What follows belongs to an exercise in optimizing a design on an open flow for small area; a production flow would make more cautious choices. Where RTL was checked, it was by simulation tests only, not by an equivalence proof against the original. No activity file was given, so power comes from the tool's default toggle rates.

==> flow/design.v (excerpt) <==
module flappybird(
  input  clk_100,
  input  rst,
  input  up,
  input  start,
  input  button,
  output wire audio,
  output wire [2:0] r,
  output wire [2:0] g,
  output wire [1:0] b,
  output wire hs,
  output wire vs,
  output wire [6:0] seven_seg,
  output wire [7:0] seg_select
);
clock: 10.0 ns
lec_check: 0
cap_margin: 20
core_margin: 2
core_utilization: 40
place_density: 0.6
slew_margin: 20
standard.sh (not shown) runs the stock make flow with config.mk's settings and CLKGATE_MAP_FILE= SYNTH_SCRIPT=/design/flow/synth_recipe.tcl, a recipe that flattens the netlist after the stock synthesis.
==> flow/flow/run.sh <==
#!/bin/bash
# Standard ORFS layout, but synthesis maps the logic for area: an area-oriented ABC script in
# place of the speed script, and no half/full-adder cell mapping. Registers, their names and
# cell types are those of the standard synthesis (same synth_recipe.tcl, same flop mapping).
set -euo pipefail
rm -rf myscripts
cp -r "$FLOW_HOME/scripts" myscripts
cp flow/abc_area.script myscripts/abc_speed.script
bash standard.sh SCRIPTS_DIR="$PWD/myscripts" ADDER_MAP_FILE= synth > synth.log 2>&1
bash standard.sh > layout.log 2>&1
==> flow/flow/abc_area.script <==
strash
dc2
&get -n
&deepsyn -T 150
&put
dch -f
amap
topo
The starting point finished clean.
Then changed:
--- a/flow/flow/run.sh
+++ b/flow/flow/run.sh
@@ -3,4 +3,5 @@
 # place of the speed script, and no half/full-adder cell mapping. Registers, their names and
 # cell types are those of the standard synthesis (same synth_recipe.tcl, same flop mapping).
+# Clock tree: smaller buffers and no dummy loads.
 set -euo pipefail
 rm -rf myscripts
@@ -8,3 +9,3 @@
 cp flow/abc_area.script myscripts/abc_speed.script
 bash standard.sh SCRIPTS_DIR="$PWD/myscripts" ADDER_MAP_FILE= synth > synth.log 2>&1
-bash standard.sh > layout.log 2>&1
+bash standard.sh "BUFFER_PORTS_ARGS=-buffer_cell sky130_fd_sc_hd__buf_1" "CTS_ARGS=-sink_clustering_enable -repair_clock_nets -dont_use_dummy_load -buf_list sky130_fd_sc_hd__clkbuf_4 -sink_clustering_size 30 -sink_clustering_max_diameter 120" > layout.log 2>&1
==> flow/flow/abc_area.script (replaced) <==
strash
dc2
dch -f
amap
topo
- CORE_UTILIZATION: 40 -> 60
- PLACE_DENSITY: 0.6 -> 0.75
Outcome: Clock-buffer cell count decreases by 1. Critical path depth increases by 20. Cell count grows by about 2%.
Then changed:
--- a/flow/flow/run.sh
+++ b/flow/flow/run.sh
@@ -9,3 +9,3 @@
 cp flow/abc_area.script myscripts/abc_speed.script
 bash standard.sh SCRIPTS_DIR="$PWD/myscripts" ADDER_MAP_FILE= synth > synth.log 2>&1
-bash standard.sh "BUFFER_PORTS_ARGS=-buffer_cell sky130_fd_sc_hd__buf_1" "CTS_ARGS=-sink_clustering_enable -repair_clock_nets -dont_use_dummy_load -buf_list sky130_fd_sc_hd__clkbuf_4 -sink_clustering_size 30 -sink_clustering_max_diameter 120" > layout.log 2>&1
+bash standard.sh "CTS_ARGS=-sink_clustering_enable -repair_clock_nets -dont_use_dummy_load -buf_list sky130_fd_sc_hd__clkbuf_4 -sink_clustering_size 30 -sink_clustering_max_diameter 120" > layout.log 2>&1
- CORE_UTILIZATION: 60 -> 40
- PLACE_DENSITY: 0.75 -> 0.6
After rerunning: The changed run produced a clean layout; clock power barely changes; combinational power rose by about 5%; first-iteration DRC count decreases by 29%; critical path depth is unchanged.
Then changed:
==> flow/flow/run.sh (replaced) <==
#!/bin/bash
# Standard ORFS layout, but synthesis maps the logic for area: an area-oriented ABC script in
# place of the speed script, and no half/full-adder cell mapping. Registers, their names and
# cell types are those of the standard synthesis (same synth_recipe.tcl, same flop mapping).
set -euo pipefail
rm -rf myscripts
cp -r "$FLOW_HOME/scripts" myscripts
cp flow/abc_area.script myscripts/abc_speed.script
bash standard.sh SCRIPTS_DIR="$PWD/myscripts" ADDER_MAP_FILE= synth > synth.log 2>&1
bash standard.sh > layout.log 2>&1
Effect: Power went up by about 47%. Register-to-register slack got worse by 0.02 ns. Worst hold slack degrades by 0.0044 ns. Critical path depth is unchanged. Area after synthesis is unchanged. Worst setup slack got worse by 0.021 ns. Non-clock buffer count stays the same. Clock-buffer cell count went up by 5. Via count climbs by about 0.4%. Sequential power stays flat.
Function was not checked in any run of this note: the RTL went through the layout flow alone.

---

maple:
Another version of the RTL of flappybird (not shown whole).
Size in the first run: about 1000 cells after synthesis, roughly 31 I/O pins, about 0.0072 mm^2 of cells after synthesis.
Settings: LEC_CHECK=0, CAP_MARGIN=20, CORE_MARGIN=2, CORE_UTILIZATION=60, PLACE_DENSITY=0.75, SLEW_MARGIN=20; clock period 10.0 ns.
==> flow/flow/run.sh <==
#!/bin/bash
set -uo pipefail
rm -rf myscripts
cp -r "$FLOW_HOME/scripts" myscripts
STAT=orfs/reports/sky130hd/flappybird/base/synth_stat.txt
best=""; best_area=""
for x in a b c; do
  if [[ $x == c && -n $best ]]; then break; fi
  rm -rf orfs
  cp flow/abc_$x.script myscripts/abc_speed.script
  if bash standard.sh SCRIPTS_DIR="$PWD/myscripts" ADDER_MAP_FILE= synth > synth_$x.log 2>&1 && [[ -f $STAT ]]; then
    area=$(awk '/Chip area for module/ {print $NF}' $STAT | tail -1)
    echo "synthesis $x: area $area" >> synth_choice.log
    if [[ -z $best ]] || awk "BEGIN {exit !($area < $best_area)}"; then
      rm -rf orfs_best; mv orfs orfs_best; best=$x; best_area=$area
    fi
  else
    echo "synthesis $x: failed" >> synth_choice.log
  fi
done
[[ -n $best ]] || exit 1
echo "kept $best" >> synth_choice.log
rm -rf orfs; mv orfs_best orfs
set -e
CTS="-sink_clustering_enable -repair_clock_nets -dont_use_dummy_load -buf_list"
bash standard.sh "BUFFER_PORTS_ARGS=-buffer_cell sky130_fd_sc_hd__buf_1" \
  "CTS_ARGS=$CTS sky130_fd_sc_hd__clkbuf_4" > layout.log 2>&1
R=orfs/results/sky130hd/flappybird/base
slew=$(SLEW_ODB=$R/6_final.odb SLEW_SDC=$R/6_final.sdc SLEW_SPEF=$R/6_final.spef \
  SLEW_LIB="$FLOW_HOME/platforms/sky130hd/lib/sky130_fd_sc_hd__tt_025C_1v80.lib" \
  openroad -no_init -exit flow/clkslew.tcl 2>&1 | tee slew.log | awk '/^CLK_PIN_SLEW_MAX/ {print $2}') || true
echo "clkbuf_4 clock tree: clock-pin slew ${slew:-unknown} ns" >> cts_choice.log
if [[ -z $slew ]] || awk "BEGIN {exit !($slew > 0.124)}"; then
  echo "redoing the clock tree with clkbuf_8" >> cts_choice.log
  bash standard.sh clean_cts clean_route clean_finish > clean.log 2>&1
  rm -f out/final.def
  bash standard.sh "BUFFER_PORTS_ARGS=-buffer_cell sky130_fd_sc_hd__buf_1" \
    "CTS_ARGS=$CTS sky130_fd_sc_hd__clkbuf_8" > layout_clkbuf_8.log 2>&1
fi
==> flow/flow/abc_a.script <==
strash
dc2
&get -n
&deepsyn -T 150
&put
dch -f
amap
mfs3 -a -e
topo
==> flow/flow/abc_b.script <==
strash
dc2
&get -n
&deepsyn -T 150
&put
dch -f
amap
topo
==> flow/flow/abc_c.script <==
strash
dc2
dch -f
amap
topo
==> flow/flow/clkslew.tcl <==
# Largest slew at a flip-flop clock pin (either edge, early or late), in ns, on the routed layout.
read_db $::env(SLEW_ODB)
read_liberty $::env(SLEW_LIB)
read_sdc $::env(SLEW_SDC)
read_spef $::env(SLEW_SPEF)
set_propagated_clock [all_clocks]
set worst 0
foreach pin [get_pins -hierarchical */CLK] {
  foreach a {max min} { foreach e {rise fall} {
    set s [get_property $pin slew_${a}_$e]
    if {[string is double -strict $s] && $s > $worst} { set worst $s }
  } }
}
puts "CLK_PIN_SLEW_MAX $worst"
Edits applied to the flow inputs when going from maple to quartz:
==> flow/flow/run.sh <==
#!/bin/bash
# Standard ORFS layout with three changes to how it is made:
#  - synthesis maps the logic for area: an area-oriented ABC script (flow/abc_*.script) replaces
#    ABC's speed script, and no half/full-adder cells are mapped (ADDER_MAP_FILE empty). The
#    synthesis script, the flip-flop mapping and hence the registers (names, cell types) are the
#    standard ones. Synthesis is run with scripts a and b (c if both fail) and the one with the
#    smaller cell area is kept; each attempt's output is in synth_<x>.log.
#  - port buffers are buf_1 cells (every input and output port still gets its buffer);
#  - the clock tree uses clkbuf_8 cells and no dummy loads.
set -uo pipefail
rm -rf myscripts
cp -r "$FLOW_HOME/scripts" myscripts
STAT=orfs/reports/sky130hd/flappybird/base/synth_stat.txt
best=""; best_area=""
for x in a b c; do
  if [[ $x == c && -n $best ]]; then break; fi
  rm -rf orfs
  cp flow/abc_$x.script myscripts/abc_speed.script
  if bash standard.sh SCRIPTS_DIR="$PWD/myscripts" ADDER_MAP_FILE= synth > synth_$x.log 2>&1 && [[ -f $STAT ]]; then
    area=$(awk '/Chip area for module/ {print $NF}' $STAT | tail -1)
    echo "synthesis $x: area $area" >> synth_choice.log
    if [[ -z $best ]] || awk "BEGIN {exit !($area < $best_area)}"; then
      rm -rf orfs_best; mv orfs orfs_best; best=$x; best_area=$area
    fi
  else
    echo "synthesis $x: failed" >> synth_choice.log
  fi
done
[[ -n $best ]] || exit 1
echo "kept $best" >> synth_choice.log
rm -rf orfs; mv orfs_best orfs
set -e
bash standard.sh "BUFFER_PORTS_ARGS=-buffer_cell sky130_fd_sc_hd__buf_1" \
  "CTS_ARGS=-sink_clustering_enable -repair_clock_nets -dont_use_dummy_load -buf_list sky130_fd_sc_hd__clkbuf_8" \
  > layout.log 2>&1
removed: flow/flow/clkslew.tcl
Results
Of maple and quartz, the run reporting the higher power consumption was quartz.
quartz ended with less met2 wire length than maple.
Final hold slack for quartz: 0.040 ns down relative to maple
Note that the count of plain and timing-repair buffers in the layout recorded for maple amounts to 0.935 times the value seen in quartz.
Looking at maximum cell stage delay along the critical path across maple and quartz, the one that comes out lower is quartz.
Wire: quartz routes less than maple
Edits applied to the flow inputs when going from quartz to harbor:
==> flow/flow/run.sh <==
#!/bin/bash
set -uo pipefail
rm -rf myscripts
cp -r "$FLOW_HOME/scripts" myscripts
STAT=orfs/reports/sky130hd/flappybird/base/synth_stat.txt
best=""; best_area=""
for x in a a2 a3 b c; do
  if [[ $x == c && -n $best ]]; then break; fi
  rm -rf orfs
  cp flow/abc_$x.script myscripts/abc_speed.script
  if bash standard.sh SCRIPTS_DIR="$PWD/myscripts" ADDER_MAP_FILE= synth > synth_$x.log 2>&1 && [[ -f $STAT ]]; then
    area=$(awk '/Chip area for module/ {print $NF}' $STAT | tail -1)
    echo "synthesis $x: area $area" >> synth_choice.log
    if [[ -z $best ]] || awk "BEGIN {exit !($area < $best_area)}"; then
      rm -rf orfs_best; mv orfs orfs_best; best=$x; best_area=$area
    fi
  else
    echo "synthesis $x: failed" >> synth_choice.log
  fi
done
[[ -n $best ]] || exit 1
echo "kept $best" >> synth_choice.log
rm -rf orfs; mv orfs_best orfs
set -e
CTS="-sink_clustering_enable -repair_clock_nets -dont_use_dummy_load -buf_list"
bash standard.sh "BUFFER_PORTS_ARGS=-buffer_cell sky130_fd_sc_hd__buf_1" \
  "CTS_ARGS=$CTS sky130_fd_sc_hd__clkbuf_4" > layout.log 2>&1
R=orfs/results/sky130hd/flappybird/base
slew=$(SLEW_ODB=$R/6_final.odb SLEW_SDC=$R/6_final.sdc SLEW_SPEF=$R/6_final.spef \
  SLEW_LIB="$FLOW_HOME/platforms/sky130hd/lib/sky130_fd_sc_hd__tt_025C_1v80.lib" \
  openroad -no_init -exit flow/clkslew.tcl 2>&1 | tee slew.log | awk '/^CLK_PIN_SLEW_MAX/ {print $2}') || true
echo "clkbuf_4 clock tree: clock-pin slew ${slew:-unknown} ns" >> cts_choice.log
if [[ -z $slew ]] || awk "BEGIN {exit !($slew > 0.124)}"; then
  echo "redoing the clock tree with clkbuf_8" >> cts_choice.log
  bash standard.sh clean_cts clean_route clean_finish > clean.log 2>&1
  rm -f out/final.def
  bash standard.sh "BUFFER_PORTS_ARGS=-buffer_cell sky130_fd_sc_hd__buf_1" \
    "CTS_ARGS=$CTS sky130_fd_sc_hd__clkbuf_8" > layout_clkbuf_8.log 2>&1
fi
==> flow/flow/abc_a2.script (new file) <==
strash
dc2
&get -n
&deepsyn -T 150 -S 5
&put
dch -f
amap
mfs3 -a -e
topo
==> flow/flow/abc_a3.script (new file) <==
strash
dc2
&get -n
&deepsyn -T 150 -S 9
&put
dch -f
amap
mfs3 -a -e
topo
==> flow/flow/clkslew.tcl (new file) <==
# Largest slew at a flip-flop clock pin (either edge, early or late), in ns, on the routed layout.
read_db $::env(SLEW_ODB)
read_liberty $::env(SLEW_LIB)
read_sdc $::env(SLEW_SDC)
read_spef $::env(SLEW_SPEF)
set_propagated_clock [all_clocks]
set worst 0
foreach pin [get_pins -hierarchical */CLK] {
  foreach a {max min} { foreach e {rise fall} {
    set s [get_property $pin slew_${a}_$e]
    if {[string is double -strict $s] && $s > $worst} { set worst $s }
  } }
}
puts "CLK_PIN_SLEW_MAX $worst"
## What came out
Looking at the reports, harbor completed the entire flow and the layout it produced met the timing, design-rule and antenna checks.
Vias: harbor below quartz
Compared to quartz, harbor has average wire length per cell after detail routing about 4.6% lower.
Looking at harbor and quartz, the layout cell share with drive strength beyond 1 is a wash.
The total power in harbor was lower than what quartz gave.
harbor vs quartz — worst hold slack rose 0.032 ns.
Number of non-filler instances in the completed layout on harbor is down relative to quartz.
For the number of global-route vias before repair, harbor came in 3.9% lower than quartz did.
Compared with quartz, harbor shows a overall routing resource usage that is 1.7 points lower.
### harbor -> fjord
diff --git a/flow/flow/run.sh b/flow/flow/run.sh
--- a/flow/flow/run.sh
+++ b/flow/flow/run.sh
@@ -6,3 +6,3 @@
 best=""; best_area=""
-for x in a a2 a3 b c; do
+for x in a a2 b c; do
   if [[ $x == c && -n $best ]]; then break; fi
removed: flow/flow/abc_a3.script
==> summary.txt <==
- Power share of the combinational group: fjord vs harbor up 0.6 points
- Between fjord and harbor, it is fjord whose area of the die is lower, by about 0.3%.
- Summary of fjord over harbor: final cell utilization of the core shows no meaningful change; sequential share of layout area level; clock skew down 0.027 ns.

separate check: timing with driven ports:
No port has a modelled driver above. Below, the same layouts with a new extraction and two added sets of constraints.
Step 1 (the two cells are an assumption about what drives the block):
set clk [get_ports {clk_100}]
set_driving_cell -lib_cell sky130_fd_sc_hd__clkbuf_16 $clk
set_driving_cell -lib_cell sky130_fd_sc_hd__buf_2 [delete_from_list [all_inputs] $clk]
Step 2 times the ports against the registers' clock, not the clock port: input delays grow and output delays shrink by t, the midpoint of the rising clock arrivals with the driver on.
Slacks: ideal / step 1 / step 2; pairs: ideal / step 1.
run	shift t [ns]	setup slack, ns	hold WS [ns]	worst setup path at the end
the first run of note 1	0.461	5.013 / 4.990 / 4.722	0.425 / 0.425 / 0.425	input to register
the second run of note 1	0.587	4.783 / 4.783 / 4.783	0.420 / 0.420 / 0.420	register to register
the third run of note 1	0.545	4.736 / 4.736 / 4.736	0.435 / 0.435 / 0.435	register to register
the fourth run of note 1	0.467	4.715 / 4.715 / 4.715	0.430 / 0.430 / 0.430	register to register
maple	0.533	5.108 / 5.108 / 5.108	0.448 / 0.448 / 0.448	register to register
quartz	0.477	5.384 / 5.384 / 5.358	0.408 / 0.408 / 0.408	input to register
harbor	0.569	4.732 / 4.732 / 4.732	0.440 / 0.440 / 0.440	register to register
fjord	0.569	4.686 / 4.686 / 4.686	0.428 / 0.428 / 0.428	register to register
After both steps setup and hold are still met in every run listed. For the first run of note 1, which loses most, drivers alone change the setup slack by -0.023 ns; drivers and shift together by -0.291 ns.
